This design comes from an exercise in tuning for small area on the open sky130 flow, not from production work. Function was checked by simulation only, so behaviour that the tests miss may differ from the original. Power figures rest on the tool's default switching activity, not on a simulated workload.

==> design/flow/config.mk <==
export PLATFORM = sky130hd
export DESIGN_NAME = vga_top
export DESIGN_NICKNAME = vga_top
export VERILOG_FILES = /design/flow/design.v
export SDC_FILE = /design/flow/constraint.sdc
export NUM_CORES = 4
export LEC_CHECK = 0
export CAP_MARGIN = 20
export CORE_MARGIN = 2
export CORE_UTILIZATION = 40
export SLEW_MARGIN = 20
==> design/flow/constraint.sdc <==
create_clock -name core_clock -period 25.0 [get_ports {clk}]
set_input_delay 5.0000 -clock core_clock [delete_from_list [all_inputs] [get_ports {clk}]]
set_output_delay 5.0000 -clock core_clock [all_outputs]
set_load 0.01 [all_outputs]
==> design/flow/design.v <==
`timescale 1ns / 1ps
module VGA_800x600at60HZ(
    input  clk,
    input  rst,
    output Hsync, Vsync,
    output reg [10:0] HorizontalCounter,
    output reg [9:0]  VerticalCounter
    );
    wire [10:0] H = HorizontalCounter;
    wire [9:0] V = VerticalCounter;
    wire h_end = H[10] & H[5];
    wire v_end = V[9] & V[6] & V[5] & V[4] & V[2];
    reg [10:0] h_next;
    reg [9:0] v_next;
    reg hc, vc;
    integer i;
    always@(*)begin
        hc = 1'b1;
        for (i = 0; i < 11; i = i + 1) begin
            h_next[i] = ~rst & ~h_end & (H[i] ^ hc);
            hc = hc & H[i];
        end
        vc = h_end;
        for (i = 0; i < 10; i = i + 1) begin
            v_next[i] = ~rst & ~(h_end & v_end) & (V[i] ^ vc);
            vc = vc & V[i];
        end
    end
    always@(posedge clk)begin
        HorizontalCounter <= h_next;
        VerticalCounter <= v_next;
    end
    function ge12(input [11:0] a, input [11:0] b);
        integer j;
        reg g;
        begin
            g = 1'b1;
            for (j = 0; j < 12; j = j + 1)
                g = (a[j] & ~b[j]) | (~(a[j] ^ b[j]) & g);
            ge12 = g;
        end
    endfunction
    assign Hsync = ~ge12({1'b0, H}, 12'd841) | ge12({1'b0, H}, 12'd968);
    assign Vsync = ~ge12({2'b0, V}, 12'd602) | ge12({2'b0, V}, 12'd605);
endmodule
module image_logic(
    input clk,
    input rst,
    input [10:0] Hindex,
    input [9:0] Vindex,
    input btnU, btnD, btnR, btnL,
    output pixel,
    output [6:0] seg,
    output [3:0] an
    );
    function ge12(input [11:0] a, input [11:0] b);
        integer i;
        reg g;
        begin
            g = 1'b1;
            for (i = 0; i < 12; i = i + 1)
                g = (a[i] & ~b[i]) | (~(a[i] ^ b[i]) & g);
            ge12 = g;
        end
    endfunction
    function [12:0] sub12(input [11:0] a, input [11:0] b);
        integer i;
        reg br;
        begin
            br = 1'b0;
            for (i = 0; i < 12; i = i + 1) begin
                sub12[i] = a[i] ^ b[i] ^ br;
                br = (~a[i] & b[i]) | (~(a[i] ^ b[i]) & br);
            end
            sub12[12] = br;
        end
    endfunction
    function [11:0] step12(input [11:0] a, input up, input c1, input c2);
        integer i;
        reg c;
        begin
            step12[0] = a[0] ^ c1;
            c = c2 | (c1 & (a[0] ~^ up));
            for (i = 1; i < 12; i = i + 1) begin
                step12[i] = a[i] ^ c;
                c = c & (a[i] ~^ up);
            end
        end
    endfunction
    reg [9:0] dsr;
    wire dfb = dsr[9] ^ dsr[6] ^ (dsr[8:0] == 9'd0);
    always@(posedge clk)begin
        if(rst) dsr <= 10'd0;
        else dsr <= {dsr[8:0], dfb};
    end
    wire tick = (dsr == 10'b0010000100);
    reg [9:0] counter;
    wire [11:0] counter_inc = step12({2'b0, counter}, 1'b1, tick, 1'b0);
    always@(posedge clk)begin
        if(rst) counter <= 10'd0;
        else counter <= counter_inc[9:0];
    end
    reg [9:0] lpad, rpad;
    wire lpad_move = tick & (btnU ? (lpad != 10'd0) : (btnL & ~ge12({2'b0, lpad}, 12'd551)));
    wire rpad_move = tick & (btnR ? (rpad != 10'd0) : (btnD & ~ge12({2'b0, rpad}, 12'd551)));
    wire [11:0] lpad_next = step12({2'b0, lpad}, ~btnU, lpad_move, 1'b0);
    wire [11:0] rpad_next = step12({2'b0, rpad}, ~btnR, rpad_move, 1'b0);
    always@(posedge clk)begin
        if(rst)begin
            lpad <= 10'd10;
            rpad <= 10'd10;
        end else begin
            lpad <= lpad_next[9:0];
            rpad <= rpad_next[9:0];
        end
    end
    reg [11:0] ball_hi, ball_vi;
    reg dir_r, dir_d, pend;
    reg [3:0] score_left, score_right;
    wire lwin = ge12({1'b0, Hindex}, 12'd10) & ~ge12({1'b0, Hindex}, 12'd21);
    wire rwin = ge12({1'b0, Hindex}, 12'd730) & ~ge12({1'b0, Hindex}, 12'd740);
    wire pwin = lwin | rwin;
    wire psel = pwin ? Hindex[9] : Hindex[0];
    wire [9:0] pv = psel ? rpad : lpad;
    wire [9:0] xv = pwin ? Vindex : ball_vi[9:0];
    wire [12:0] pd = sub12({2'b0, xv}, {2'b0, pv});
    wire pin = ~pd[12] & ~ge12({2'b0, pd[9:0]}, 12'd51);
    reg lrow, rrow;
    always@(posedge clk)begin
        if(~pwin)begin
            if(Hindex[0]) rrow <= pin & (ball_vi[11:10] == 2'b00);
            else          lrow <= pin & (ball_vi[11:10] == 2'b00);
        end
    end
    wire lhit = ~ge12(ball_hi, 12'd21) & lrow;
    wire rhit = ge12(ball_hi, 12'd730) & rrow;
    wire top_hit = ball_vi == 12'd0;
    wire bottom_hit = ge12(ball_vi, 12'd595) & ~ge12(ball_vi, 12'd4091);
    wire left_hit = ball_hi == 12'd0;
    wire right_hit = ball_hi == 12'd800;
    wire play = tick & ~pend;
    wire xhit = lhit | rhit;
    wire x1 = play & ~xhit;
    wire x2 = play & ((lhit & dir_r) | (rhit & ~dir_r));
    wire yb = ~xhit & (top_hit | bottom_hit);
    wire y1 = play & ~yb;
    wire y2 = play & ~xhit & ((top_hit & dir_d) | (~top_hit & bottom_hit & ~dir_d));
    wire [11:0] bx_next = step12(ball_hi, dir_r, x1, x2);
    wire [11:0] by_next = step12(ball_vi, dir_d, y1, y2);
    wire score = ~xhit & ~top_hit & ~bottom_hit & (left_hit | right_hit);
    wire [11:0] sr_next = step12({8'd0, score_right}, 1'b1, play & score & left_hit, 1'b0);
    wire [11:0] sl_next = step12({8'd0, score_left}, 1'b1, play & score & ~left_hit, 1'b0);
    always@(posedge clk)begin
        if(rst)begin
            ball_hi <= 12'd400;
            ball_vi <= 12'd300;
            dir_r <= 1'b0;
            dir_d <= 1'b0;
            pend <= 1'b0;
            score_left <= 4'd0;
            score_right <= 4'd0;
        end else begin
            if(tick & pend)begin
                ball_hi <= 12'd400;
                ball_vi <= 12'd300;
            end else begin
                ball_hi <= bx_next;
                ball_vi <= by_next;
            end
            if(play)begin
                if(lhit) dir_r <= 1'b1;
                else if(rhit) dir_r <= 1'b0;
                else if(score) dir_r <= left_hit;
                if(~xhit)begin
                    if(top_hit) dir_d <= 1'b1;
                    else if(bottom_hit) dir_d <= 1'b0;
                end
            end
            if(tick) pend <= ~pend & score;
            score_right <= sr_next[3:0];
            score_left <= sl_next[3:0];
        end
    end
    reg [3:0] sw;
    reg upd;
    wire cwin = (counter[9:8] == 2'b01);
    always@(posedge clk)begin
        if(rst)begin
            sw <= 4'd0;
            upd <= 1'b0;
        end else if(tick & cwin)begin
            upd <= 1'b1;
            if(counter[1:0] == 2'd0) sw <= score_right;
            if(counter[1:0] == 2'd3) sw <= score_left;
        end
    end
    wire an_mid = cwin & (counter[1:0] != 2'd0);
    assign an = {~(upd & an_mid), 1'b1, ~(upd & ~an_mid), 1'b1};
    reg [6:0] seg_r;
    always@(*)begin
        case(sw)
            4'h0: seg_r = 7'b1000000;
            4'h1: seg_r = 7'b1111001;
            4'h2: seg_r = 7'b0100100;
            4'h3: seg_r = 7'b0110000;
            4'h4: seg_r = 7'b0011001;
            4'h5: seg_r = 7'b0010010;
            4'h6: seg_r = 7'b0000010;
            4'h7: seg_r = 7'b1111000;
            4'h8: seg_r = 7'b0000000;
            4'h9: seg_r = 7'b0010000;
            4'ha: seg_r = 7'b0001000;
            4'hb: seg_r = 7'b0000011;
            4'hc: seg_r = 7'b0100111;
            4'hd: seg_r = 7'b0100001;
            4'he: seg_r = 7'b0000110;
            default: seg_r = 7'b0001110;
        endcase
    end
    assign seg = seg_r;
    wire [12:0] hb = sub12({1'b0, Hindex}, {1'b0, ball_hi[10:0]});
    wire [12:0] vb = sub12({2'b0, Vindex}, {2'b0, ball_vi[9:0]});
    wire ball_h = ~ball_hi[11] & ~hb[12] & (hb[10:3] == 8'd0) & ~(hb[2] & (hb[1] | hb[0]));
    wire ball_v = (ball_vi[11:10] == 2'b00) & ~vb[12] & (vb[9:3] == 7'd0) & ~(vb[2] & (vb[1] | vb[0]));
    assign pixel = (ball_h & ball_v) | (pwin & pin);
endmodule
`timescale 1ns / 1ps
module vga_top(
    input clk,
    input rst,
    input btnU, btnD, btnL, btnR,
    output [3:0] vgaRed, vgaGreen, vgaBlue,
    output Hsync, Vsync,
    output [6:0] seg,
    output [3:0] an
    );
    wire [10:0] Hindex;
    wire [9:0] Vindex;
    wire pixel;
    VGA_800x600at60HZ vga_inst(.clk(clk), .rst(rst), .Hsync(Hsync), .Vsync(Vsync),
        .HorizontalCounter(Hindex), .VerticalCounter(Vindex));
    image_logic image_inst(.clk(clk), .rst(rst), .Hindex(Hindex), .Vindex(Vindex),
        .btnU(btnU), .btnD(btnD), .btnL(btnL), .btnR(btnR),
        .pixel(pixel), .seg(seg), .an(an));
    assign vgaRed = {4{pixel}};
    assign vgaGreen = {4{pixel}};
    assign vgaBlue = {4{pixel}};
endmodule
==> design/flow/run.sh <==
#!/bin/bash
# synth_recipe.tcl (not shown) runs the flow's synth.tcl, then flattens the netlist and writes it again
# the make line also repeats each setting of config.mk as NAME=value (left out here)
make -C /OpenROAD-flow-scripts/flow DESIGN_CONFIG=/design/flow/config.mk WORK_HOME=/design/flow/orfs CLKGATE_MAP_FILE= SYNTH_SCRIPT=/design/flow/synth_recipe.tcl finish
==> results of run 1 <==
==> where the power goes <==
| part | internal (mW) | switching [mW] | total (mW) |
|---|---|---|---|
| clock network | 0.0712 | 0.0680 | 0.139 |
| logic | 0.00402 | 0.00744 | 0.0115 |
| registers | 0.177 | 0.000858 | 0.178 |
| total | 0.252 | 0.0763 | 0.328 |
==> synthesized netlist by cell type, types with 6 or more instances <==
| cell type | count |
|---|---|
| and2_1 | 27 |
| nand3_1 | 17 |
| ha_1 | 45 |
| clkbuf_1 | 24 |
| fa_1 | 28 |
| nor2b_1 | 28 |
| a21oi_1 | 28 |
| nor2_1 | 54 |
| xnor2_1 | 20 |
| o21ai_0 | 26 |
| nand2b_1 | 16 |
| and3_1 | 6 |
| or3_1 | 12 |
| buf_4 | 15 |
| nor3_1 | 20 |
| nor4_1 | 10 |
| nand2_1 | 41 |
| inv_1 | 39 |
| nand4_1 | 14 |
| buf_2 | 9 |
| dfxtp_1 | 108 |
| mux2i_1 | 50 |
| mux2_2 | 17 |
| xor2_1 | 12 |
==> worst max-delay path: stages (launching register included) <==
cell             delay, ns
dfxtp_1               0.35
inv_1                 0.12
or3_1                 0.38
a2111oi_0             0.68
or2_0                 0.77
mux2i_1               0.30
ha_1                  0.18
inv_1                 0.05
fa_1                  0.38
fa_1                  0.37
inv_1                 0.07
fa_1                  0.18
fa_1                  0.17
inv_1                 0.05
fa_1                  0.38
fa_1                  0.40
fa_1                  0.40
fa_1                  0.39
fa_1                  0.43
nor4_1                0.17
nand2_1               0.09
a31oi_1               0.26
a22o_1                0.40
clkdlybuf4s50_1       0.61
==> flip-flops by register name (all words and copies together), names as in the netlist <==
register and flops:
image_inst.pend 1, image_inst.dir_r 1, image_inst.score_left 4, vga_inst.VerticalCounter 10, image_inst.lrow 1, image_inst.counter 10, seg 7, image_inst.upd 1
image_inst.sw 4, image_inst.dsr 10, image_inst.rpad 10, image_inst.lpad 10, vga_inst.HorizontalCounter 11, image_inst.score_right 4, image_inst.rrow 1, image_inst.dir_d 1
image_inst.ball_vi 12, image_inst.ball_hi 12
==> metrics by stage <==
step	cell area [um2]	util (%)	total power, mW
2_1_floorplan	7130	-	0.190
3_3_place_gp	7430	42.8	0.193
3_5_place_dp	7430	42.8	0.193
4_1_cts	7710	44.4	0.333
5_1_grt	7710	44.4	0.341
6_report	7710	44.4	0.328
==> path summary, 6_finish.rpt <==
path / depth (start not counted) / to / start / slack, ns
max: 23 / vgaRed[2] / vga_inst.HorizontalCounter[4] / 12.06
min: 1 / image_inst.dsr[2] / image_inst.dsr[1] / 0.49
max reg2reg: 22 / image_inst.lrow / vga_inst.HorizontalCounter[4] / 18.10
min reg2reg: 1 / image_inst.dsr[2] / image_inst.dsr[1] / 0.49
==> cells by family (layout without fill, tap and decap cells) <==
| family | after synthesis | in the layout |
|---|---|---|
| other | 1 | 2 |
| adders and majority gates | 73 | 73 |
| and+or+nand+nor | 288 | 288 |
| AOI/OAI and AO/OA | 107 | 107 |
| DFF | 110 | 110 |
| muxes | 67 | 67 |
| buffers and inverters | 91 | 85 |
| xor gates and xnor gates | 32 | 32 |
==> routing by layer <==
metal	vias up	global-route usage (%)	routed length (um)
li1	2659	-	-
met1	2490	21.6	6910
met5	-	0	0
met4	0	3.78	146
met2	50	28.4	7020
met3	11	3.68	353
==> area by class of cell <==
| type | count | area, um2 |
|---|---|---|
| fill | 1639 | 9640 |
| tap | 225 | 282 |
| inverter | 39 | 146 |
| timing repair buffer | 30 | 290 |
| multi-input combinational | 569 | 4490 |
| clock buffer | 10 | 239 |
| clock inverter | 6 | 43.8 |
| sequential | 110 | 2220 |
==> results.sh, run 1 <==
export IMPL_portBuffers=28
export IMPL_yosys_area_share_simple_pct=23.1
export IMPL_layout_drive_gt1_share_pct=7.59
export IMPL_htreeDepth=3
export IMPL_viasPerCell=5.27
export IMPL_netlist_area_mm2=0.00713
export IMPL_fp_dieH_um=137
export IMPL_grt_max_degree=70
export IMPL_drv_slew=0
export IMPL_fin_setup_tns_ns=0
export IMPL_yosys_most_used_dff="dfxtp_1"
export IMPL_slew_headroom_pct=40.6
export IMPL_cts_made_buffers=9
export IMPL_rows=48
export IMPL_vias=5210
export IMPL_antenna_cells=0
export IMPL_drv_cap=0
export IMPL_p_leak_nw=3.01
export IMPL_cts_tree="built"
export IMPL_period_minus_slack_ns=12.94
export IMPL_fin_ws_ns=12.06
export IMPL_dp_slack_ns=12.51
export IMPL_dp_cells=973
export IMPL_synthArstFlopShare_pct=0
export IMPL_cts_resized=0
export IMPL_post_cts_setup_buffer_count=0
export IMPL_start_util_pct=41.1
export IMPL_worst_setup_path_end_kind="output port"
export IMPL_die_area_mm2=0.0189
export IMPL_grt_setup_unrepaired="no"
export IMPL_yosys_top_cells_area="dfxtp_1 (30%), ha_1 (7.9%), fa_1 (7.9%)"
export IMPL_pin_count=31
export IMPL_syn_to_final_growth_pct=8.20
export IMPL_finalSetupViolCount=0
export IMPL_worstMarginPinSlew_ns=0.892
export IMPL_clock_latency_ns=0.36
export IMPL_antenna_left=0
export IMPL_ir_worst_vdd_mv=0.0301
export IMPL_path_class="register to output port"
export IMPL_design_core_area_mm2=0.0174
export IMPL_gp_congestion=0.826
export IMPL_grt_overflow_total=0
export IMPL_synth_cell_types=75
export IMPL_status="timing/DRC/antenna clean"
export IMPL_first_iter_violations=220
export IMPL_fin_hold_ws_ns=0.486
export IMPL_first_pass_iters=6
export IMPL_ctsHoldBuffers=0
export IMPL_grt_use_total_pct=16.7
export IMPL_clkSinkCount=110
export IMPL_yosysTopAreaCellShare_pct=30.3
export IMPL_synth_top_family_by_area="simple AND/OR/NAND/NOR gates"
export IMPL_fin_cells=989
export IMPL_worstHoldPathType="register to register"
export IMPL_fmax_mhz=77.3
export IMPL_antenna_found_initial=0
export IMPL_synth_edf_count=2
export IMPL_min_period_over_period_pct=51.8
export IMPL_grt_pass1_wl_um=25200
export IMPL_ys_warn_count=2
export IMPL_nNetsFinal=838
export IMPL_final_hold_viol_count=0
export IMPL_post_synth_top_area_cell="dfxtp_1"
export IMPL_first_global_vias=5207
export IMPL_powerDensity_mw_per_mm2=42.5
export IMPL_worstPathArrival_ns=7.94
export IMPL_synth_area_per_cell_um2=9.27
export IMPL_drt_wl_total_um=14400
export IMPL_synth_fa_ha_area_share_pct=15.8
export IMPL_fin_skew_ns=0.00649
export IMPL_cp_max_fo=13
export IMPL_final_cell_mix="dfxtp_1 (108), nor2_1 (54), mux2i_1 (50), ha_1 (45), nand2_1 (41)"
export IMPL_syn_inst=769
export IMPL_seq_area_frac_synth_pct=31.2
export IMPL_drc=0
export IMPL_layout_commonest_cell="dfxtp_1"
export IMPL_synth_seq_cells=110
export IMPL_die_w_um=137
export IMPL_dp_hpwl_um=10700
export IMPL_clk_path_buf_depth=2
export IMPL_root_buffer="clkbuf_16"
export IMPL_cp_required_ns=20.00
export IMPL_synth_compound_area_share_pct=10.3
export IMPL_synthXorXnorAreaFrac_pct=3.93
export IMPL_startpoint_type="register"
export IMPL_clk_pin_slew_ns=0.08
export IMPL_wl_per_cell_um=14.6
export IMPL_synth_area_mux_share_pct=9.71
==> run 2, diff against run 1 <==
==> design/flow/flow/run.sh (new file) <==
#!/bin/bash
# Standard synthesis, then an area-oriented re-mapping of the combinational
# logic (registers untouched), then the standard layout steps.
set -euo pipefail
W=$PWD
F=$W/flow
R=$W/orfs/results/$FLOW_PLATFORM/vga_top/base
export LIB=$FLOW_HOME/platforms/$FLOW_PLATFORM/lib/sky130_fd_sc_hd__tt_025C_1v80.lib

bash standard.sh synth > $W/log_synth.txt 2>&1

cp $R/1_2_yosys.v $W/netlist_std.v
export NET_IN=$W/netlist_std.v NET_OUT=$W/netlist_reopt.v STAT_OUT=$W/stat_reopt.txt
export ABC_SCRIPT=$F/reopt.abc
export DONT_USE="$(grep -oE 'sky130_fd_sc_hd__(lpflow_[a-z0-9_]+|probe_p_8|probec_p_8)' $LIB | sort -u | tr '\n' ' ')"
export FF_CELLS="$(grep -oE '^\s*sky130_fd_sc_hd__[a-z0-9_]+' $NET_IN | sort -u | grep -E '__(e?df|sdf|dl)' | tr -d ' ' | tr '\n' ' ')"
if timeout 900 yosys -c $F/reopt.tcl > $W/log_reopt.txt 2>&1 && [ -s $W/netlist_reopt.v ]; then
  cp $W/netlist_reopt.v $R/1_2_yosys.v
  rm -f $R/1_synth.odb $R/1_synth.sdc
  bash standard.sh synth > $W/log_synth2.txt 2>&1
else
  echo "re-mapping failed; keeping the standard netlist" >> $W/log_reopt.txt
fi

bash standard.sh > $W/log_layout.txt 2>&1
==> design/flow/flow/reopt.abc (new file) <==
strash
&get -n
&deepsyn -T 40
&put
dch -f
amap
topo
==> design/flow/flow/reopt.tcl (new file) <==
# Re-map the combinational logic of the standard synthesis netlist for area.
# Registers stay as they are: same instances, names and cell types.
yosys read_liberty -ignore_miss_func $::env(LIB)
yosys read_verilog $::env(NET_IN)
yosys hierarchy -top $::env(FLOW_TOP)
set ffs $::env(FF_CELLS)
puts "registers kept: $ffs"
yosys setattr -mod -set keep_hierarchy 1 {*}$ffs
yosys flatten
yosys opt_clean
set du {}
foreach c $::env(DONT_USE) { lappend du -dont_use $c }
yosys abc -liberty $::env(LIB) {*}$du -script $::env(ABC_SCRIPT)
yosys opt_clean -purge
yosys hilomap -singleton -hicell sky130_fd_sc_hd__conb_1 HI -locell sky130_fd_sc_hd__conb_1 LO
yosys insbuf -buf sky130_fd_sc_hd__buf_1 A X
yosys select $::env(FLOW_TOP)
yosys tee -o $::env(STAT_OUT) stat -liberty $::env(LIB)
yosys write_verilog -noattr -nohex -nodec -selected $::env(NET_OUT)
==> design/flow/standard.sh (new file) <==
#!/bin/bash
# synth_recipe.tcl (not shown) runs the flow's synth.tcl, then flattens the netlist and writes it again
# the make line also repeats each setting of config.mk as NAME=value (left out here)
make -C /OpenROAD-flow-scripts/flow DESIGN_CONFIG=/design/flow/config.mk WORK_HOME=/design/flow/orfs CLKGATE_MAP_FILE= SYNTH_SCRIPT=/design/flow/synth_recipe.tcl "${@:-finish}"
removed: design/flow/run.sh
==> run 2 against run 1 <==
Sequential share of layout area increased by 6.0 points. Cell count rose by 1.8%. Worst setup slack improved by 2.2 ns. Maximum frequency is 21% higher. Critical path depth decreased by 5. Total power rose by 1.9%. Area after synthesis decreased by 21%. Synthesized cell count up 3.1%. Combinational power about the same. Critical path type unchanged. Critical endpoint is now vgaRed[0]. Largest cell class unchanged.
==> results.sh, run 2 <==
export IMPL_syn_inst=793
export IMPL_viasPerCell=5.53
export IMPL_period_minus_slack_ns=10.71
export IMPL_wl_per_cell_um=14.5
export IMPL_fin_cells=1007
export IMPL_grt_max_degree=53
export IMPL_cp_required_ns=20.00
export IMPL_fin_setup_tns_ns=0
export IMPL_min_from="image_inst.dsr[4]"
export IMPL_layout_drive_gt1_share_pct=2.42
export IMPL_clock_latency_ns=0.36
export IMPL_fmax_mhz=93.4
export IMPL_antenna_cells=0
export IMPL_worstPathArrival_ns=5.71
export IMPL_cts_resized=0
export IMPL_ctsHoldBuffers=0
export IMPL_clkSinkCount=110
export IMPL_fin_skew_ns=0.0110
export IMPL_dp_hpwl_um=11000
export IMPL_cp_max_fo=12
export IMPL_final_hold_viol_count=0
export IMPL_first_global_vias=5045
export IMPL_start_util_pct=40.7
export IMPL_ir_worst_vdd_mv=0.0370
export IMPL_final_cell_mix="nor2_1 (179), clkinv_1 (111), dfxtp_1 (108), o21ai_0 (59), a21oi_1 (53)"
export IMPL_pin_count=31
export IMPL_antenna_left=0
export IMPL_clk_path_buf_depth=2
export IMPL_drt_wl_total_um=14600
export IMPL_ys_warn_count=2
export IMPL_portBuffers=28
export IMPL_fin_ws_ns=14.29
export IMPL_first_iter_violations=361
export IMPL_dpl_cell_area_mm2=0.00607
export IMPL_largestRegisters="image_inst.ball_hi (12), image_inst.ball_vi (12), vga_inst.HorizontalCounter (11)"
export IMPL_drc=0
export IMPL_die_area_mm2=0.0150
export IMPL_p_leak_nw=2.08
export IMPL_finalSetupViolCount=0
export IMPL_slew_headroom_pct=26.1
export IMPL_grt_use_total_pct=20.2
export IMPL_rows=43
export IMPL_netlist_area_mm2=0.00560
export IMPL_dp_cells=991
export IMPL_layout_commonest_cell="nor2_1"
export IMPL_cts_made_buffers=9
export IMPL_first_pass_iters=5
export IMPL_grt_pass1_wl_um=24200
export IMPL_status="timing/DRC/antenna clean"
export IMPL_nNetsFinal=828
export IMPL_powerDensity_mw_per_mm2=52.3
export IMPL_post_cts_setup_buffer_count=0
export IMPL_cts_tree="built"
export IMPL_synth_area_per_cell_um2=7.07
export IMPL_vias=5565
export IMPL_worstMarginPinSlew_ns=1.10
export IMPL_drv_cap=0
export IMPL_gp_congestion=0.923
export IMPL_worst_setup_path_end_kind="output port"
export IMPL_design_core_area_mm2=0.0138
export IMPL_rr_startpoint="vga_inst.HorizontalCounter[4]"
export IMPL_n_fill_cell=1400
export IMPL_root_buffer="clkbuf_16"
export IMPL_grt_setup_unrepaired="no"
export IMPL_min_period_over_period_pct=42.8
export IMPL_path_class="register to output port"
export IMPL_ff2ff_setup_slack_ns=20.39
export IMPL_die_w_um=122
export IMPL_crit_path_start="vga_inst.HorizontalCounter[4]"
export IMPL_fp_dieH_um=122
export IMPL_worstHoldPathType="register to register"
export IMPL_antenna_found_initial=0
export IMPL_syn_to_final_growth_pct=14.0
export IMPL_htreeDepth=3
export IMPL_grt_overflow_total=0
export IMPL_startpoint_type="register"
export IMPL_dp_slack_ns=14.49
export IMPL_p_total_mw=0.334
export IMPL_drv_slew=0
export IMPL_final_cell_area_mm2=0.00639
export IMPL_clk_pin_slew_ns=0.08
-- run 2: cell types whose count changed in the layout (fill, tap and decap cells not counted), sizes merged, moves of 24 or more --
cell    previous run  this run
nor2              54       179
clkinv             2       115
mux2i             50         0
ha                45         0
inv               42         3
a211oi             3        33
o21ai             31        60
fa                28         0
a21oi             29        53
o22ai              3        27
-- run 2: cell type report --
type | count | area, um2 | share of cell area (%)
repair buffers | 30 | 290 | 4.54
clock buffers | 9 | 225 | 3.53
multi-input cells | 560 | 2930 | 45.8
well taps | 180 | 225 | 3.53
clock inverters | 7 | 80.1 | 1.25
flip-flops and latches | 110 | 2220 | 34.8
inverters | 111 | 417 | 6.52
-- run 2: path summary, 6_finish.rpt --
| check | end | depth (start not counted) |
|---|---|---|
| min reg2reg | image_inst.dsr[5] | 2 |
| min | image_inst.dsr[5] | 2 |
| max reg2reg | image_inst.lrow | 17 |
| max | vgaRed[0] | 18 |
-- run 2: stage by stage --
| stage | hold slack, ns | utilization [%] |
|---|---|---|
| 2_1_floorplan | 0.397 | - |
| 3_3_place_gp | 0.409 | 44.1 |
| 3_5_place_dp | 0.411 | 44.1 |
| 4_1_cts | 0.423 | 46.3 |
| 5_1_grt | 0.441 | 46.4 |
| 6_report | 0.417 | 46.4 |
-- run 2: layer usage --
layer / track usage [%] / routed length [um]
met1: 26.3 / 6870
met5: 0 / 0
met4: 7.69 / 379
met2: 32.4 / 6630
met3: 4.93 / 702
-- run 2: power breakdown --
| part | switching, mW | total [mW] | internal [mW] |
|---|---|---|---|
| logic | 0.00763 | 0.0113 | 0.00365 |
| registers | 0.000907 | 0.178 | 0.177 |
| clock network | 0.0741 | 0.145 | 0.0712 |
-- run 2: worst max-delay path, stage by stage (launching register included) --
cell and delay [ns]:
dfxtp_1 0.47, nor2_1 0.10, or3_1 0.38, nor3_1 0.30, a31oi_1 0.27, clkinv_1 0.36
nor2_1 0.10, nor2_1 0.57, clkinv_1 0.48, o22ai_1 0.35, nand2_1 0.12, o21a_1 0.14
nand2_1 0.08, a21oi_1 0.06, a31o_1 0.19, o21ai_0 0.07, o2111ai_1 0.22, o32ai_2 0.42
clkdlybuf4s50_1 0.67
==> run 3, diff against run 2 <==
--- a/design/flow/design.v
+++ b/design/flow/design.v
@@ -198,24 +198,10 @@
     assign an = {~(upd & an_mid), 1'b1, ~(upd & ~an_mid), 1'b1};
-    reg [6:0] seg_r;
-    always@(*)begin
-        case(sw)
-            4'h0: seg_r = 7'b1000000;
-            4'h1: seg_r = 7'b1111001;
-            4'h2: seg_r = 7'b0100100;
-            4'h3: seg_r = 7'b0110000;
-            4'h4: seg_r = 7'b0011001;
-            4'h5: seg_r = 7'b0010010;
-            4'h6: seg_r = 7'b0000010;
-            4'h7: seg_r = 7'b1111000;
-            4'h8: seg_r = 7'b0000000;
-            4'h9: seg_r = 7'b0010000;
-            4'ha: seg_r = 7'b0001000;
-            4'hb: seg_r = 7'b0000011;
-            4'hc: seg_r = 7'b0100111;
-            4'hd: seg_r = 7'b0100001;
-            4'he: seg_r = 7'b0000110;
-            default: seg_r = 7'b0001110;
-        endcase
-    end
-    assign seg = seg_r;
+    wire [15:0] dec = 16'd1 << sw;
+    assign seg[0] = |(dec & 16'h3812);
+    assign seg[1] = |(dec & 16'hd860);
+    assign seg[2] = |(dec & 16'hd004);
+    assign seg[3] = |(dec & 16'h8492);
+    assign seg[4] = |(dec & 16'h02ba);
+    assign seg[5] = |(dec & 16'h308e);
+    assign seg[6] = |(dec & 16'h0083);
     wire [12:0] hb = sub12({1'b0, Hindex}, {1'b0, ball_hi[10:0]});
--- a/design/flow/flow/run.sh
+++ b/design/flow/flow/run.sh
@@ -24,2 +24,5 @@
 
+# Smallest buffer on each port; a clock tree of smaller buffers without dummy loads.
+export BUFFER_PORTS_ARGS="-buffer_cell sky130_fd_sc_hd__buf_1"
+export CTS_ARGS="-sink_clustering_enable -repair_clock_nets -dont_use_dummy_load -buf_list sky130_fd_sc_hd__clkbuf_4 -root_buf sky130_fd_sc_hd__clkbuf_8 -sink_clustering_size 8"
 bash standard.sh > $W/log_layout.txt 2>&1
==> run 3 against run 2 <==
Final area is 7.0% lower. Non-clock buffer count unchanged. First-iteration DRC count down 8.6%. Largest cell class unchanged. Largest power group unchanged.
==> results.sh, run 3 <==
export IMPL_status="timing/DRC/antenna clean"
export IMPL_cp_required_ns=20.00
export IMPL_p_comb_share_pct=4.1
export IMPL_clkSinkCount=103
export IMPL_final_cell_area_mm2=0.00594
export IMPL_ir_worst_vdd_mv=0.0289
export IMPL_post_cts_setup_buffer_count=0
export IMPL_fin_skew_ns=0.0339
export IMPL_htreeDepth=3
export IMPL_fin_hold_ws_ns=0.447
export IMPL_power_frac_seq_pct=63.3
export IMPL_power_share_switching_pct=23.4
export IMPL_powerDensity_mw_per_mm2=44.2
export IMPL_ctsHoldBuffers=0
export IMPL_final_hold_viol_count=0
export IMPL_wl_per_cell_um=14.6
export IMPL_synth_area_per_cell_um2=6.93
export IMPL_finalSetupViolCount=0
export IMPL_min_from="image_inst.dsr[7]"
export IMPL_viasPerCell=5.51
export IMPL_min_to="image_inst.dsr[8]"
export IMPL_drt_wl_total_um=14500
export IMPL_largestRegisters="image_inst.ball_hi (12), image_inst.ball_vi (12), vga_inst.HorizontalCounter (11)"
export IMPL_startpoint_type="register"
export IMPL_dpl_cell_area_mm2=0.00582
export IMPL_clock_latency_ns=0.39
export IMPL_die_w_um=121
export IMPL_drv_slew=0
export IMPL_slew_headroom_pct=42.6
export IMPL_die_area_mm2=0.0148
export IMPL_internal_power_mw=0.201
export IMPL_syn_inst=796
export IMPL_rr_startpoint="image_inst.dsr[8]"
export IMPL_grt_use_total_pct=20.4
export IMPL_regToRegEndpoint="image_inst.ball_vi[11]"
export IMPL_syn_to_final_growth_pct=7.62
export IMPL_netlist_area_mm2=0.00552
export IMPL_path_class="register to output port"
export IMPL_min_period_over_period_pct=40.5
export IMPL_fp_dieH_um=121
export IMPL_worstMarginPinSlew_ns=0.858
export IMPL_ff2ff_setup_slack_ns=20.26
export IMPL_design_core_area_mm2=0.0133
export IMPL_first_pass_iters=4
export IMPL_gp_congestion=0.925
export IMPL_antenna_cells=0
export IMPL_cts_resized=0
export IMPL_period_minus_slack_ns=10.13
export IMPL_vias=5505
export IMPL_p_leak_nw=1.91
export IMPL_layout_commonest_cell="nor2_1"
export IMPL_cts_made_buffers=9
export IMPL_min_path_cells=2
export IMPL_grt_setup_unrepaired="no"
export IMPL_rr_worst_depth=20
export IMPL_cp_max_fo=12
export IMPL_worstPathArrival_ns=5.13
export IMPL_fmax_mhz=98.7
export IMPL_portBuffers=28
export IMPL_root_buffer="clkbuf_8"
export IMPL_antenna_found_initial=0
export IMPL_rows=42
export IMPL_pin_count=31
export IMPL_drv_cap=0
export IMPL_ys_warn_count=2
export IMPL_worst_setup_path_end_kind="output port"
export IMPL_fin_cells=999
export IMPL_start_util_pct=41.3
export IMPL_first_global_vias=4865
export IMPL_clk_pin_slew_ns=0.10
export IMPL_final_cell_mix="nor2_1 (186), clkinv_1 (101), dfxtp_1 (101), o21ai_0 (57)"
export IMPL_grt_overflow_total=0
export IMPL_grt_pass1_wl_um=23900
export IMPL_antenna_left=0
export IMPL_p_total_mw=0.263
export IMPL_dp_hpwl_um=11000
export IMPL_nNetsFinal=831
export IMPL_p_clk_share_pct=32.6
export IMPL_power_switching_mw=0.0614
export IMPL_worstHoldPathType="register to register"
export IMPL_first_iter_violations=330
export IMPL_drc=0
export IMPL_clk_path_buf_depth=2
export IMPL_layout_drive_gt1_share_pct=1.46
export IMPL_grt_max_degree=45
export IMPL_fin_setup_tns_ns=0
export IMPL_cts_tree="built"
export IMPL_dp_cells=990
[run 3: area by class of cell]
cell class | count | area, um2
fillers | 1392 | 7410
multi-input cells | 580 | 3010
flip-flops and latches | 103 | 2080
inverters | 101 | 379
well taps | 176 | 220
clock buffers | 9 | 124
repair buffers | 30 | 121
[run 3: stage by stage]
step	utilization, %	setup WS, ns
after floorplan	-	16.07
final	44.5	14.87
after global routing	44.5	14.32
after CTS	44.5	14.93
after detailed placement	43.6	15.36
after global placement	43.6	15.53
[run 3: critical path: stages, from the launching register on]
cell and delay (ns):
dfxtp_1 0.37, clkinv_1 0.20, a21oi_1 0.29, a32oi_1 0.09, nor4_1 0.31, nor2_1 0.07
nor2_1 0.57, clkinv_1 0.44, o22ai_1 0.25, nor2b_1 0.09, clkinv_1 0.06, nand2_1 0.05
o32ai_1 0.28, nor3_1 0.09, a221oi_1 0.24, or4b_1 0.54, o22ai_1 0.59, buf_1 0.21
[run 3: how the worst max path moves through the flow]
stage	start	to	slack, ns	depth (start not counted)
5_1_grt	vga_inst.HorizontalCounter[3]	vgaGreen[2]	14.32	15
4_1_cts	vga_inst.HorizontalCounter[3]	vgaGreen[3]	14.93	17
6_report	vga_inst.HorizontalCounter[3]	vgaGreen[3]	14.87	17
3_5_place_dp	vga_inst.HorizontalCounter[3]	vgaGreen[3]	15.36	17
3_3_place_gp	vga_inst.HorizontalCounter[3]	vgaBlue[0]	15.53	17
2_1_floorplan	vga_inst.HorizontalCounter[3]	vgaBlue[1]	16.07	17
[run 3: power groups by stage]
stage | clock network, mW | registers (mW) | logic [mW]
finish | 0.0856 | 0.166 | 0.0107
global route | 0.0949 | 0.166 | 0.0120
CTS | 0.0901 | 0.166 | 0.0106
detailed placement | 0 | 0.170 | 0.0106
global placement | 0 | 0.170 | 0.0103
floorplan | 0 | 0.170 | 0.00668
[run 3: layer usage]
layer,part of all wire (%),global-route usage (%),vias up
met3,4.4,4.46,17
li1,-,-,2882
met1,49,28.0,2491
met5,0,0,-
met4,1.4,5.24,0
met2,45,32.5,115
==> run 4, diff against run 3 <==
--- a/design/flow/flow/run.sh
+++ b/design/flow/flow/run.sh
@@ -26,3 +26,3 @@
 export BUFFER_PORTS_ARGS="-buffer_cell sky130_fd_sc_hd__buf_1"
-export CTS_ARGS="-sink_clustering_enable -repair_clock_nets -dont_use_dummy_load -buf_list sky130_fd_sc_hd__clkbuf_4 -root_buf sky130_fd_sc_hd__clkbuf_8 -sink_clustering_size 8"
+export CTS_ARGS="-sink_clustering_enable -repair_clock_nets -dont_use_dummy_load -buf_list sky130_fd_sc_hd__clkbuf_8 -root_buf sky130_fd_sc_hd__clkbuf_8"
 bash standard.sh > $W/log_layout.txt 2>&1
==> run 4 against run 3 <==
Die area stayed put. Largest power group unchanged. Clock-buffer cell count is the same. Critical path depth did not move. Sequential power about the same. Final area is the same. Total power unchanged. Highest routed layer unchanged. Maximum frequency stayed put. Clock skew did not move. Area after synthesis unchanged. Global-route usage unchanged. Hold slack unchanged.
==> results.sh, run 4 <==
export IMPL_fin_skew_ns=0.0339
export IMPL_fin_ws_ns=14.87
export IMPL_antenna_cells=0
export IMPL_fp_dieH_um=121
export IMPL_antenna_found_initial=0
export IMPL_synth_area_per_cell_um2=6.93
export IMPL_clk_pin_slew_ns=0.10
export IMPL_cts_tree="built"
export IMPL_root_buffer="clkbuf_8"
export IMPL_dp_slack_ns=15.36
export IMPL_grt_use_total_pct=20.4
export IMPL_min_period_over_period_pct=40.5
export IMPL_worst_setup_path_end_kind="output port"
export IMPL_vias=5505
export IMPL_pin_count=31
export IMPL_status="timing/DRC/antenna clean"
export IMPL_final_cell_area_mm2=0.00594
export IMPL_p_total_mw=0.263
export IMPL_first_iter_violations=330
export IMPL_fin_setup_tns_ns=0
export IMPL_fmax_mhz=98.7
export IMPL_drc=0
export IMPL_grt_overflow_total=0
export IMPL_cp_required_ns=20.00
export IMPL_worstHoldPathType="register to register"
export IMPL_p_leak_nw=1.91
export IMPL_cts_made_buffers=9
export IMPL_layout_commonest_cell="nor2_1"
export IMPL_startpoint_type="register"
export IMPL_grt_max_degree=45
export IMPL_finalSetupViolCount=0
export IMPL_final_hold_viol_count=0
export IMPL_powerDensity_mw_per_mm2=44.2
export IMPL_post_cts_setup_buffer_count=0
export IMPL_syn_inst=796
export IMPL_first_pass_iters=4
export IMPL_nNetsFinal=831
export IMPL_grt_pass1_wl_um=23900
export IMPL_netlist_area_mm2=0.00552
export IMPL_layout_drive_gt1_share_pct=1.46
export IMPL_ir_worst_vdd_mv=0.0289
export IMPL_viasPerCell=5.51
export IMPL_clkSinkCount=103
export IMPL_cts_resized=0
export IMPL_path_class="register to output port"
export IMPL_worstMarginPinSlew_ns=0.858
export IMPL_dpl_cell_area_mm2=0.00582
export IMPL_gp_congestion=0.925
export IMPL_clock_latency_ns=0.39
export IMPL_syn_to_final_growth_pct=7.62
export IMPL_drt_wl_total_um=14500
export IMPL_drv_slew=0
export IMPL_htreeDepth=3
export IMPL_largestRegisters="image_inst.ball_hi (12), image_inst.ball_vi (12), vga_inst.HorizontalCounter (11)"
export IMPL_start_util_pct=41.3
export IMPL_final_cell_mix="nor2_1 (186), clkinv_1 (101), dfxtp_1 (101), o21ai_0 (57)"
export IMPL_cp_max_fo=12
export IMPL_period_minus_slack_ns=10.13
export IMPL_slew_headroom_pct=42.6
export IMPL_worstPathArrival_ns=5.13
export IMPL_ys_warn_count=2
export IMPL_ctsHoldBuffers=0
export IMPL_die_area_mm2=0.0148
export IMPL_die_w_um=121
export IMPL_portBuffers=28
export IMPL_design_core_area_mm2=0.0133
export IMPL_dp_hpwl_um=11000
export IMPL_clk_path_buf_depth=2
export IMPL_antenna_left=0
export IMPL_rows=42
export IMPL_drv_cap=0
export IMPL_wl_per_cell_um=14.6
export IMPL_first_global_vias=4865
export IMPL_grt_setup_unrepaired="no"
export IMPL_fin_hold_ws_ns=0.447
## run 4: cell counts in the layout (fill, tap and decap cells not counted)
No cell type changed its count.
## run 4: power breakdown
group | total, mW | internal (mW) | switching [mW] | leakage, nW
registers | 0.166 | 0.166 | 0.000670 | 0.836
clock network | 0.0856 | 0.0324 | 0.0532 | 0.0647
logic | 0.0107 | 0.00313 | 0.00756 | 1.01
## run 4: layout make-up
cell class / count / area, um2
Clock buffer: 9 / 124
Fill cell: 1392 / 7410
Multi-Input combinational cell: 580 / 3010
Inverter: 101 / 379
Sequential cell: 103 / 2080
Tap cell: 176 / 220
Timing Repair Buffer: 30 / 121
## run 4: stage by stage
stage               utilization [%]  cells
global placement               43.6    990
CTS                            44.5    999
floorplan                         -    797
finish                         44.5    999
global route                   44.5    999
detailed placement             43.6    990
## run 4: path summary, 6_finish.rpt
path,start,end,slack [ns],cells after the start
max,vga_inst.HorizontalCounter[3],vgaGreen[3],14.87,17
min,image_inst.dsr[7],image_inst.dsr[8],0.45,2
max reg2reg,image_inst.dsr[8],image_inst.ball_vi[11],20.26,20
min reg2reg,image_inst.dsr[7],image_inst.dsr[8],0.45,2
## run 4: worst max-delay path, cell delays in order (launching register included)
cell,delay (ns)
dfxtp_1,0.37
clkinv_1,0.20
a21oi_1,0.29
a32oi_1,0.09
nor4_1,0.31
nor2_1,0.07
nor2_1,0.57
clkinv_1,0.44
o22ai_1,0.25
nor2b_1,0.09
clkinv_1,0.06
nand2_1,0.05
o32ai_1,0.28
nor3_1,0.09
a221oi_1,0.24
or4b_1,0.54
o22ai_1,0.59
buf_1,0.21
## run 4: per-layer routing
metal | routed length [um] | share of wire, % | vias to the layer above | track usage, %
li1 | - | - | 2882 | -
met3 | 637 | 4.4 | 17 | 4.46
met2 | 6580 | 45 | 115 | 32.5
met1 | 7130 | 49 | 2491 | 28.0
met5 | 0 | 0 | - | 0
met4 | 202 | 1.4 | 0 | 5.24
==> run 5, diff against run 4 <==
--- a/design/flow/design.v
+++ b/design/flow/design.v
@@ -103,4 +103,4 @@
     reg [9:0] lpad, rpad;
-    wire lpad_move = tick & (btnU ? (lpad != 10'd0) : (btnL & ~ge12({2'b0, lpad}, 12'd551)));
-    wire rpad_move = tick & (btnR ? (rpad != 10'd0) : (btnD & ~ge12({2'b0, rpad}, 12'd551)));
+    wire lpad_move = tick & (btnU ? (lpad != 10'd0) : (btnL & (lpad != 10'd551)));
+    wire rpad_move = tick & (btnR ? (rpad != 10'd0) : (btnD & (rpad != 10'd551)));
     wire [11:0] lpad_next = step12({2'b0, lpad}, ~btnU, lpad_move, 1'b0);
==> run 5 against run 4 <==
Worst setup slack lost 0.36 ns. Global-route usage hardly changed. Synthesized cell count shrank 1.9%. Total power increased by 0.18%. Maximum frequency fell by 3.4%. Hold slack worse by 0.025 ns. Routed wire length fell by 0.58%. Combinational power rose by 11%. Critical path depth rose by 2. Cell count down 1.3%. Sequential cell count unchanged. Via count rose by 0.94%. Critical path type unchanged. Critical endpoint is now vgaBlue[2].
==> results.sh, run 5 <==
export IMPL_clk_pin_slew_ns=0.10
export IMPL_first_global_vias=5137
export IMPL_worst_setup_path_end_kind="output port"
export IMPL_rr_worst_depth=18
export IMPL_cts_tree="built"
export IMPL_syn_to_final_growth_pct=7.91
export IMPL_cts_resized=0
export IMPL_max_stage_delay_ns=0.63
export IMPL_fin_setup_tns_ns=0
export IMPL_cpMostUsedCell="nor2_1"
export IMPL_dpl_cell_area_mm2=0.00581
export IMPL_cp_required_ns=20.00
export IMPL_antenna_cells=0
export IMPL_grt_setup_unrepaired="no"
export IMPL_htreeDepth=3
export IMPL_grt_pass1_wl_um=24000
export IMPL_cts_made_buffers=9
export IMPL_nNetsFinal=818
export IMPL_netlist_area_mm2=0.00550
export IMPL_ys_warn_count=2
export IMPL_antenna_left=0
export IMPL_final_cell_area_mm2=0.00594
export IMPL_root_buffer="clkbuf_8"
export IMPL_worstMarginPinSlew_ns=0.789
export IMPL_rr_startpoint="vga_inst.HorizontalCounter[2]"
export IMPL_grt_max_degree=47
export IMPL_pin_count=31
export IMPL_status="timing/DRC/antenna clean"
export IMPL_clkSinkCount=103
export IMPL_design_core_area_mm2=0.0133
export IMPL_gp_congestion=0.954
export IMPL_antenna_found_initial=0
export IMPL_p_leak_nw=1.90
export IMPL_grt_use_total_pct=20.4
export IMPL_grt_overflow_total=0
export IMPL_largestRegisters="image_inst.ball_hi (12), image_inst.ball_vi (12), vga_inst.HorizontalCounter (11)"
export IMPL_multiInputGateArea_mm2=0.00297
export IMPL_internal_power_mw=0.202
export IMPL_fp_dieH_um=121
export IMPL_path_class="register to output port"
export IMPL_viasPerCell=5.64
export IMPL_ff2ff_setup_slack_ns=20.28
export IMPL_ir_worst_vdd_mv=0.0265
export IMPL_fin_hold_ws_ns=0.422
export IMPL_layout_commonest_cell="nor2_1"
export IMPL_worstPathArrival_ns=5.49
export IMPL_power_frac_seq_pct=63.4
export IMPL_powerDensity_mw_per_mm2=44.3
export IMPL_vias=5557
export IMPL_ctsHoldBuffers=0
export IMPL_rows=42
export IMPL_period_minus_slack_ns=10.49
export IMPL_drv_cap=0
export IMPL_start_util_pct=41.2
export IMPL_syn_inst=781
export IMPL_clock_latency_ns=0.39
export IMPL_startpoint_type="register"
export IMPL_dp_hpwl_um=10900
export IMPL_seq_area_mm2=0.00208
export IMPL_final_cell_mix="nor2_1 (173), clkinv_1 (107), dfxtp_1 (101), o21ai_0 (61), a21oi_1 (45)"
export IMPL_worstHoldPathType="register to register"
export IMPL_regToRegEndpoint="image_inst.lrow"
export IMPL_die_area_mm2=0.0147
export IMPL_n_fill_cell=1350
export IMPL_layout_drive_gt1_share_pct=1.73
export IMPL_finalSetupViolCount=0
export IMPL_fin_skew_ns=0.0278
export IMPL_crit_path_cell_trace="o21ai_0 -> nor2_1 -> o2111ai_1 -> o21ai_0 -> buf_4 -> o21ai_1 -> clkinv_1 -> o22ai_1 -> and2_0 -> a211oi_1 -> a21boi_0 -> or2_0 -> o21ai_0 -> nor2_1 -> nor2_1 -> nor2_1 -> or3b_1 -> o22ai_1 -> buf_1"
export IMPL_drv_slew=0
export IMPL_cp_max_fo=13
export IMPL_slew_headroom_pct=47.1
export IMPL_cp_endpoint="vgaBlue[2]"
export IMPL_first_pass_iters=5
export IMPL_clk_path_buf_depth=2
export IMPL_die_w_um=121
export IMPL_crit_path_start="vga_inst.HorizontalCounter[2]"
export IMPL_cp_slowest_cell="o21ai_1"
export IMPL_first_iter_violations=362
export IMPL_final_hold_viol_count=0
export IMPL_min_period_over_period_pct=42.0
export IMPL_p_comb_share_pct=4.5
export IMPL_power_switching_mw=0.0611
export IMPL_synth_area_per_cell_um2=7.04
export IMPL_drc=0
export IMPL_drt_wl_total_um=14500
export IMPL_fmax_mhz=95.3
export IMPL_p_clk_share_pct=32.0
export IMPL_power_share_switching_pct=23.2
export IMPL_post_cts_setup_buffer_count=0
export IMPL_wl_per_cell_um=14.7
export IMPL_portBuffers=28
==> run 5: final cells by class <==
cell class	count	area share [%]
timing repair buffer	32	2.30
clock buffer	9	2.09
tap	176	3.71
sequential	103	35.1
multi-input combinational	559	50.1
inverter	107	6.77
==> run 5: routing by layer <==
metal / up-vias / global-route usage [%] / wire length, um
met5: - / 0 / 0
met4: 0 / 9.70 / 525
met3: 45 / 4.84 / 629
met2: 160 / 33.6 / 6760
met1: 2505 / 25.2 / 6550
li1: 2847 / - / -
==> run 5: worst min-delay path by stage <==
stage	from	end	slack [ns]	cells after the start
after floorplan	image_inst.dsr[4]	image_inst.dsr[5]	0.40	2
after global routing	image_inst.dsr[8]	image_inst.dsr[9]	0.44	2
after detailed placement	image_inst.dsr[8]	image_inst.dsr[9]	0.41	2
after global placement	image_inst.dsr[4]	image_inst.dsr[5]	0.40	2
final	image_inst.dsr[8]	image_inst.dsr[9]	0.42	2
after CTS	image_inst.dsr[8]	image_inst.dsr[9]	0.43	2
==> run 5: critical path: cells and delay by family (launching register included) <==
kind	cells	cell delay [ns]
AO/OA/AOI/OAI	9	2.69
AND/OR/NAND/NOR	7	1.18
buffers and inverters	3	0.87
flip-flops	1	0.38
==> run 5: per-stage QoR <==
stage	instances	util, %	setup WS (ns)	power (mW)
finish	986	44.5	14.51	0.263
global route	986	44.5	13.85	0.274
CTS	986	44.5	14.06	0.267
detailed placement	977	43.6	14.48	0.182
global placement	977	43.6	14.81	0.182
floorplan	782	-	15.13	0.178
==> run 5: power by group through the flow <==
stage / Combinational, mW / Sequential (mW) / Clock (mW)
finish: 0.0119 / 0.167 / 0.0843
detailed placement: 0.0117 / 0.171 / 0
global placement: 0.0113 / 0.171 / 0
floorplan: 0.00750 / 0.170 / 0
CTS: 0.0118 / 0.167 / 0.0883
global route: 0.0131 / 0.167 / 0.0942
==> run 6, diff against run 5 <==
--- a/design/flow/flow/run.sh
+++ b/design/flow/flow/run.sh
@@ -16,3 +16,3 @@
 export FF_CELLS="$(grep -oE '^\s*sky130_fd_sc_hd__[a-z0-9_]+' $NET_IN | sort -u | grep -E '__(e?df|sdf|dl)' | tr -d ' ' | tr '\n' ' ')"
-if timeout 900 yosys -c $F/reopt.tcl > $W/log_reopt.txt 2>&1 && [ -s $W/netlist_reopt.v ]; then
+if timeout 1500 yosys -c $F/reopt.tcl > $W/log_reopt.txt 2>&1 && [ -s $W/netlist_reopt.v ]; then
   cp $W/netlist_reopt.v $R/1_2_yosys.v
==> design/flow/flow/reopt.abc (replaced) <==
strash
&get -n
&deepsyn -T 400
&put
dch -f
amap
topo
==> run 6 against run 5 <==
Area after synthesis down 1.6%. Global-route usage grew 0.70 points. Sequential cell count is the same. Non-clock buffer count shrank 2. Synthesized cell count shrank 0.64%. Combinational power up 5%. Die area shrank 1.6%. Worst setup slack got worse by 0.052 ns. Critical path type unchanged. Critical endpoint is now vgaGreen[0].
==> results.sh, run 6 <==
export IMPL_dp_hpwl_um=11200
export IMPL_syn_to_final_growth_pct=7.77
export IMPL_synth_area_per_cell_um2=6.97
export IMPL_layout_drive_gt1_share_pct=1.49
export IMPL_finalSetupViolCount=0
export IMPL_pin_count=31
export IMPL_grt_max_degree=44
export IMPL_nNetsFinal=811
export IMPL_cts_tree="built"
export IMPL_first_global_vias=5146
export IMPL_die_w_um=120
export IMPL_min_period_over_period_pct=42.2
export IMPL_fmax_mhz=94.9
export IMPL_layout_commonest_cell="nor2_1"
export IMPL_p_leak_nw=1.92
export IMPL_cp_max_fo=14
export IMPL_viasPerCell=5.67
export IMPL_ctsHoldBuffers=0
export IMPL_worstPathArrival_ns=5.54
export IMPL_worst_setup_path_end_kind="output port"
export IMPL_grt_setup_unrepaired="no"
export IMPL_drv_slew=0
export IMPL_wl_per_cell_um=15.0
export IMPL_antenna_cells=0
export IMPL_worstMarginPinSlew_ns=0.810
export IMPL_antenna_left=0
export IMPL_die_area_mm2=0.0145
export IMPL_ir_worst_vdd_mv=0.0224
export IMPL_drt_wl_total_um=14600
export IMPL_drc=0
export IMPL_period_minus_slack_ns=10.54
export IMPL_root_buffer="clkbuf_8"
export IMPL_multiInputGateArea_mm2=0.00291
export IMPL_final_hold_viol_count=0
export IMPL_first_iter_violations=375
export IMPL_portBuffers=28
export IMPL_dpl_cell_area_mm2=0.00571
export IMPL_status="timing/DRC/antenna clean"
export IMPL_powerDensity_mw_per_mm2=45.4
export IMPL_fin_cells=979
export IMPL_clk_path_buf_depth=2
export IMPL_design_core_area_mm2=0.0132
export IMPL_clock_latency_ns=0.38
export IMPL_p_total_mw=0.265
export IMPL_ys_warn_count=2
export IMPL_clk_pin_slew_ns=0.09
export IMPL_cts_resized=0
export IMPL_cts_made_buffers=9
export IMPL_vias=5548
export IMPL_fin_skew_ns=0.0273
export IMPL_grt_overflow_total=0
export IMPL_grt_use_total_pct=21.1
export IMPL_final_cell_area_mm2=0.00583
export IMPL_n_fill_cell=1406
export IMPL_post_cts_setup_buffer_count=0
export IMPL_first_pass_iters=5
export IMPL_netlist_area_mm2=0.00541
export IMPL_final_util_pct=44.0
export IMPL_final_cell_mix="nor2_1 (193), dfxtp_1 (101), clkinv_1 (100), o21ai_0 (69), a21oi_1 (49)"
export IMPL_dp_slack_ns=14.95
export IMPL_startpoint_type="register"
export IMPL_cp_required_ns=20.00
export IMPL_syn_inst=776
export IMPL_fp_dieH_um=120
export IMPL_drv_cap=0
export IMPL_fin_ws_ns=14.46
export IMPL_fin_hold_ws_ns=0.420
export IMPL_seq_area_mm2=0.00208
export IMPL_grt_pass1_wl_um=24500
export IMPL_htreeDepth=3
export IMPL_start_util_pct=40.9
export IMPL_largestRegisters="image_inst.ball_hi (12), image_inst.ball_vi (12), vga_inst.HorizontalCounter (11)"
export IMPL_worstHoldPathType="register to register"
export IMPL_gp_congestion=0.951
export IMPL_rows=42
export IMPL_antenna_found_initial=0
export IMPL_slew_headroom_pct=45.8
export IMPL_fin_setup_tns_ns=0
export IMPL_path_class="register to output port"
export IMPL_clkSinkCount=103
export IMPL_dp_cells=970
==> run 6: cell count changes in the layout (fill, tap and decap cells not counted), moves of 6 or more <==
cell	change
a211oi_1	-6
clkinv_1	-7
nor2_1	+20
a221oi_1	+6
o21ai_0	+8
a2111oi_0	-6
==> run 6: layout make-up <==
type / count / area share, %
Multi-Input combinational cell: 561 / 49.9
Sequential cell: 103 / 35.7
Inverter: 100 / 6.44
Tap cell: 176 / 3.78
Clock buffer: 9 / 2.12
Timing Repair Buffer: 30 / 2.08
==> run 6: worst max-delay path: stages (launching register included) <==
cell and delay, ns:
dfxtp_1 0.36, o21ai_0 0.29, clkinv_1 0.15, a32oi_1 0.20
nor3_1 0.10, nor2_1 0.65, clkinv_1 0.49, nor2_1 0.25
nor2_1 0.19, clkinv_1 0.22, o22ai_1 0.11, nand2_1 0.13
o21ai_0 0.15, a21oi_1 0.23, a21boi_0 0.29, a22oi_1 0.16
a21boi_0 0.19, o2111ai_1 0.17, o22ai_1 0.62, buf_1 0.22
==> run 6: power by group <==
| group | internal (mW) | total, mW | leakage, nW | switching, mW |
|---|---|---|---|---|
| registers | 0.166 | 0.167 | 0.836 | 0.00109 |
| clock network | 0.0324 | 0.0850 | 0.0647 | 0.0526 |
| logic | 0.00380 | 0.0125 | 1.02 | 0.00874 |
==> run 6: final timing paths <==
path                            cells after the start  slack (ns)                end                     startpoint
worst max-delay path                               19       14.46        vgaGreen[0]  vga_inst.HorizontalCounter[2]
worst min register to register                      2        0.42  image_inst.dsr[5]              image_inst.dsr[4]
worst max register to register                     18       20.22    image_inst.rrow  vga_inst.HorizontalCounter[2]
worst min-delay path                                2        0.42  image_inst.dsr[5]              image_inst.dsr[4]
==> run 6: routing by layer <==
layer / part of all wire, % / track usage [%] / up-vias
met2: 46 / 34.4 / 176
met1: 45 / 27.3 / 2522
li1: - / - / 2814
met5: 0 / 0 / -
met4: 2.9 / 9.01 / 0
met3: 6.0 / 4.15 / 36
==> run 7, diff against run 6 <==
--- a/design/flow/flow/run.sh
+++ b/design/flow/flow/run.sh
@@ -12,8 +12,23 @@
 cp $R/1_2_yosys.v $W/netlist_std.v
-export NET_IN=$W/netlist_std.v NET_OUT=$W/netlist_reopt.v STAT_OUT=$W/stat_reopt.txt
-export ABC_SCRIPT=$F/reopt.abc
+export NET_IN=$W/netlist_std.v
 export DONT_USE="$(grep -oE 'sky130_fd_sc_hd__(lpflow_[a-z0-9_]+|probe_p_8|probec_p_8)' $LIB | sort -u | tr '\n' ' ')"
 export FF_CELLS="$(grep -oE '^\s*sky130_fd_sc_hd__[a-z0-9_]+' $NET_IN | sort -u | grep -E '__(e?df|sdf|dl)' | tr -d ' ' | tr '\n' ' ')"
-if timeout 1500 yosys -c $F/reopt.tcl > $W/log_reopt.txt 2>&1 && [ -s $W/netlist_reopt.v ]; then
-  cp $W/netlist_reopt.v $R/1_2_yosys.v
+
+# Three re-mappings with different ABC seeds, in parallel; keep the smallest.
+for s in 0 1 2; do
+  ( NET_OUT=$W/netlist_reopt$s.v STAT_OUT=$W/stat_reopt$s.txt ABC_SCRIPT=$F/reopt$s.abc \
+      timeout 1200 yosys -c $F/reopt.tcl > $W/log_reopt$s.txt 2>&1 || true ) &
+done
+wait
+best=""; best_area=""
+for s in 0 1 2; do
+  if [ -s $W/netlist_reopt$s.v ] && [ -s $W/stat_reopt$s.txt ]; then
+    a=$(grep "Chip area for module" $W/stat_reopt$s.txt | head -1 | awk '{print $NF}')
+    echo "seed $s area $a" >> $W/log_reopt_pick.txt
+    if [ -z "$best" ] || awk "BEGIN{exit !($a < $best_area)}"; then best=$s; best_area=$a; fi
+  fi
+done
+if [ -n "$best" ]; then
+  echo "picked seed $best ($best_area)" >> $W/log_reopt_pick.txt
+  cp $W/netlist_reopt$best.v $R/1_2_yosys.v
   rm -f $R/1_synth.odb $R/1_synth.sdc
@@ -21,6 +36,6 @@
 else
-  echo "re-mapping failed; keeping the standard netlist" >> $W/log_reopt.txt
+  echo "re-mapping failed; keeping the standard netlist" >> $W/log_reopt_pick.txt
 fi
 
-# Smallest buffer on each port; a clock tree of smaller buffers without dummy loads.
+# Smallest buffer on each port; a clock tree of clkbuf_8 without dummy loads.
 export BUFFER_PORTS_ARGS="-buffer_cell sky130_fd_sc_hd__buf_1"
--- a/design/flow/flow/reopt.tcl
+++ b/design/flow/flow/reopt.tcl
@@ -12,3 +12,3 @@
 foreach c $::env(DONT_USE) { lappend du -dont_use $c }
-yosys abc -liberty $::env(LIB) {*}$du -script $::env(ABC_SCRIPT)
+yosys abc -liberty $::env(LIB) {*}$du -script $::env(ABC_SCRIPT) $::env(FLOW_TOP)
 yosys opt_clean -purge
==> design/flow/flow/reopt0.abc (new file) <==
strash
&get -n
&deepsyn -T 400 -S 0
&put
dch -f
amap
topo
==> design/flow/flow/reopt1.abc (new file) <==
strash
&get -n
&deepsyn -T 400 -S 1
&put
dch -f
amap
topo
==> design/flow/flow/reopt2.abc (new file) <==
strash
&get -n
&deepsyn -T 400 -S 2
&put
dch -f
amap
topo
removed: design/flow/flow/reopt.abc
==> run 7 against run 6 <==
Still clean on timing, DRC and antenna. Sequential share of layout area is essentially flat. Sequential power about the same. Die area down 0.27%. Non-clock buffer count unchanged. Critical endpoint is now vgaRed[0]. Largest power group unchanged. Highest routed layer unchanged.
==> results.sh, run 7 <==
export IMPL_pin_count=31
export IMPL_ff2ff_setup_slack_ns=19.93
export IMPL_grt_setup_unrepaired="no"
export IMPL_fp_dieH_um=120
export IMPL_wl_per_cell_um=15.1
export IMPL_clk_pin_slew_ns=0.10
export IMPL_rows=42
export IMPL_die_w_um=120
export IMPL_syn_inst=761
export IMPL_cp_required_ns=20.00
export IMPL_ys_warn_count=2
export IMPL_power_switching_mw=0.0643
export IMPL_powerDensity_mw_per_mm2=45.6
export IMPL_first_global_vias=5148
export IMPL_clkSinkCount=103
export IMPL_slew_headroom_pct=50.7
export IMPL_clk_path_buf_depth=2
export IMPL_gp_congestion=0.952
export IMPL_layout_drive_gt1_share_pct=1.78
export IMPL_power_share_switching_pct=24.2
export IMPL_p_leak_nw=1.87
export IMPL_vias=5536
export IMPL_final_util_pct=44.2
export IMPL_grt_pass1_wl_um=24600
export IMPL_cts_made_buffers=9
export IMPL_antenna_found_initial=0
export IMPL_worstHoldPathType="register to register"
export IMPL_root_buffer="clkbuf_8"
export IMPL_netlist_area_mm2=0.00540
export IMPL_htreeDepth=3
export IMPL_seq_area_mm2=0.00208
export IMPL_cp_slowest_cell="nor2_1"
export IMPL_multiInputGateArea_mm2=0.00288
export IMPL_layout_commonest_cell="nor2_1"
export IMPL_antenna_left=0
export IMPL_largestRegisters="image_inst.ball_hi (12), image_inst.ball_vi (12), vga_inst.HorizontalCounter (11)"
export IMPL_grt_overflow_total=0
export IMPL_final_cell_mix="nor2_1 (168), clkinv_1 (107), dfxtp_1 (101), o21ai_0 (60)"
export IMPL_p_comb_share_pct=4.2
export IMPL_worstMarginPinSlew_ns=0.737
export IMPL_first_pass_iters=6
export IMPL_worst_setup_path_end_kind="output port"
export IMPL_grt_max_degree=52
export IMPL_drv_cap=0
export IMPL_status="timing/DRC/antenna clean"
export IMPL_final_hold_viol_count=0
export IMPL_cts_resized=0
export IMPL_nNetsFinal=796
export IMPL_path_class="register to output port"
export IMPL_cts_tree="built"
export IMPL_startpoint_type="register"
export IMPL_cpMostUsedCell="nor2_1"
export IMPL_cp_max_fo=13
export IMPL_post_cts_setup_buffer_count=0
export IMPL_drv_slew=0
export IMPL_crit_family="simple AND/OR/NAND/NOR gates"
export IMPL_drc=0
export IMPL_finalSetupViolCount=0
export IMPL_n_fill_cell=1380
export IMPL_first_iter_violations=374
export IMPL_period_minus_slack_ns=10.65
export IMPL_grt_use_total_pct=21.3
export IMPL_portBuffers=28
export IMPL_antenna_cells=0
export IMPL_fin_setup_tns_ns=0
export IMPL_die_area_mm2=0.0144
export IMPL_start_util_pct=40.9
export IMPL_internal_power_mw=0.202
export IMPL_design_core_area_mm2=0.0132
export IMPL_ir_worst_vdd_mv=0.0213
export IMPL_power_frac_seq_pct=62.7
export IMPL_drt_wl_total_um=14600
export IMPL_syn_to_final_growth_pct=8.05
export IMPL_synth_area_per_cell_um2=7.09
export IMPL_crit_buf_inv=3
export IMPL_p_clk_share_pct=33.1
export IMPL_clock_latency_ns=0.40
export IMPL_fin_skew_ns=0.0243
export IMPL_fmax_mhz=93.9
export IMPL_viasPerCell=5.74
export IMPL_dp_hpwl_um=11000
export IMPL_ctsHoldBuffers=0
export IMPL_crit_path_cell_trace="nor2_1 -> or3_1 -> nor3_1 -> a31oi_2 -> clkinv_1 -> nor2_1 -> nor2_1 -> clkinv_1 -> o22ai_1 -> nand2_1 -> o21ai_0 -> a21oi_1 -> o21a_1 -> nand2b_1 -> a31oi_1 -> a31oi_1 -> or4_1 -> o32ai_2 -> buf_1"
export IMPL_min_period_over_period_pct=42.6
export IMPL_worstPathArrival_ns=5.65
export IMPL_max_stage_delay_ns=0.57
run 7: cell types whose count changed in the layout (fill, tap and decap cells not counted), sizes merged, moves of 3 or more:
cell     before  now
clkinv      100  107
a211oi       24   37
or3           4    7
a2111oi       0    3
a221oi       13   10
o21ai        69   60
or2           8    3
a21oi        49   41
nor2        193  168
o221ai       12   15
nor2b        14   11
o2111ai       5    2
a31oi         5    9
run 7: power groups by stage:
stage | Combinational (mW) | Clock, mW | Sequential [mW]
final | 0.0111 | 0.0881 | 0.167
after global routing | 0.0124 | 0.0972 | 0.167
after CTS | 0.0110 | 0.0902 | 0.167
after detailed placement | 0.0109 | 0 | 0.171
after global placement | 0.0106 | 0 | 0.171
after floorplan | 0.00699 | 0 | 0.170
run 7: area by class of cell:
class,count,area share (%)
Multi-Input combinational cell,539,49.4
Clock buffer,9,2.12
Sequential cell,103,35.7
Timing Repair Buffer,30,2.08
Tap cell,176,3.78
Inverter,107,6.89
run 7: metrics by stage:
stage          setup slack, ns  hold slack, ns  area, um2  power (mW)  std cells
2_1_floorplan            15.58           0.397       5400       0.177        762
3_3_place_gp             14.98           0.409       5690       0.181        955
3_5_place_dp             14.65           0.414       5690       0.181        955
4_1_cts                  14.22           0.426       5820       0.268        964
5_1_grt                  13.96           0.452       5830       0.277        964
6_report                 14.35           0.421       5830       0.266        964
run 7: routing by layer:
metal / share of wire (%) / track usage [%] / wire length, um / up-vias
li1: - / - / - / 2773
met1: 47 / 28.0 / 6880 / 2569
met2: 45 / 33.9 / 6620 / 166
met3: 5.4 / 4.94 / 782 / 28
met4: 2.1 / 8.09 / 312 / 0
met5: 0 / 0 / 0 / -
run 7: worst paths after layout:
path                            startpoint           endpoint  cells after the start
max          vga_inst.HorizontalCounter[4]          vgaRed[0]                     19
min reg2reg              image_inst.dsr[3]  image_inst.dsr[4]                      2
min                      image_inst.dsr[3]  image_inst.dsr[4]                      2
max reg2reg  vga_inst.HorizontalCounter[4]    image_inst.rrow                     18
run 7: worst register-to-register path, delay by kind of cell (launching register included):
family          cells  cell delay, ns
flops               1            0.46
buf+inv             2            0.73
compound gates      7            1.12
simple gates        9            2.56

[static timing again, ports no longer ideal]
Ports are ideal in the flow. The routed layouts listed here were re-timed in OpenROAD.
Step 1 assumes that a clkbuf_16 drives the clock port and a buf_2 every other input.
Step 2 times the ports against the registers' clock, not the clock port: input delays grow and output delays shrink by t, the midpoint of the rising clock arrivals with the driver on.
Three values: no drivers, after step 1, after step 2; two values: the first two.
run	shift t [ns]	setup WS [ns]	worst hold slack (ns)	worst setup path at the end	pins driven straight from the clock port
run 1	0.397	12.062 / 12.021 / 12.418	0.486 / 0.486 / 0.486	register to output	1
run 2	0.398	14.288 / 14.249 / 14.647	0.417 / 0.417 / 0.417	register to output	1
run 3	0.414	14.872 / 14.836 / 15.250	0.447 / 0.447 / 0.447	register to output	1
run 4	0.414	14.872 / 14.836 / 15.250	0.447 / 0.447 / 0.447	register to output	1
run 5	0.411	14.512 / 14.476 / 14.887	0.422 / 0.422 / 0.422	register to output	1
run 6	0.404	14.460 / 14.425 / 14.830	0.420 / 0.420 / 0.420	register to output	1
run 7	0.424	14.351 / 14.314 / 14.738	0.421 / 0.421 / 0.421	register to output	1
After both steps setup and hold are still met in every run listed.
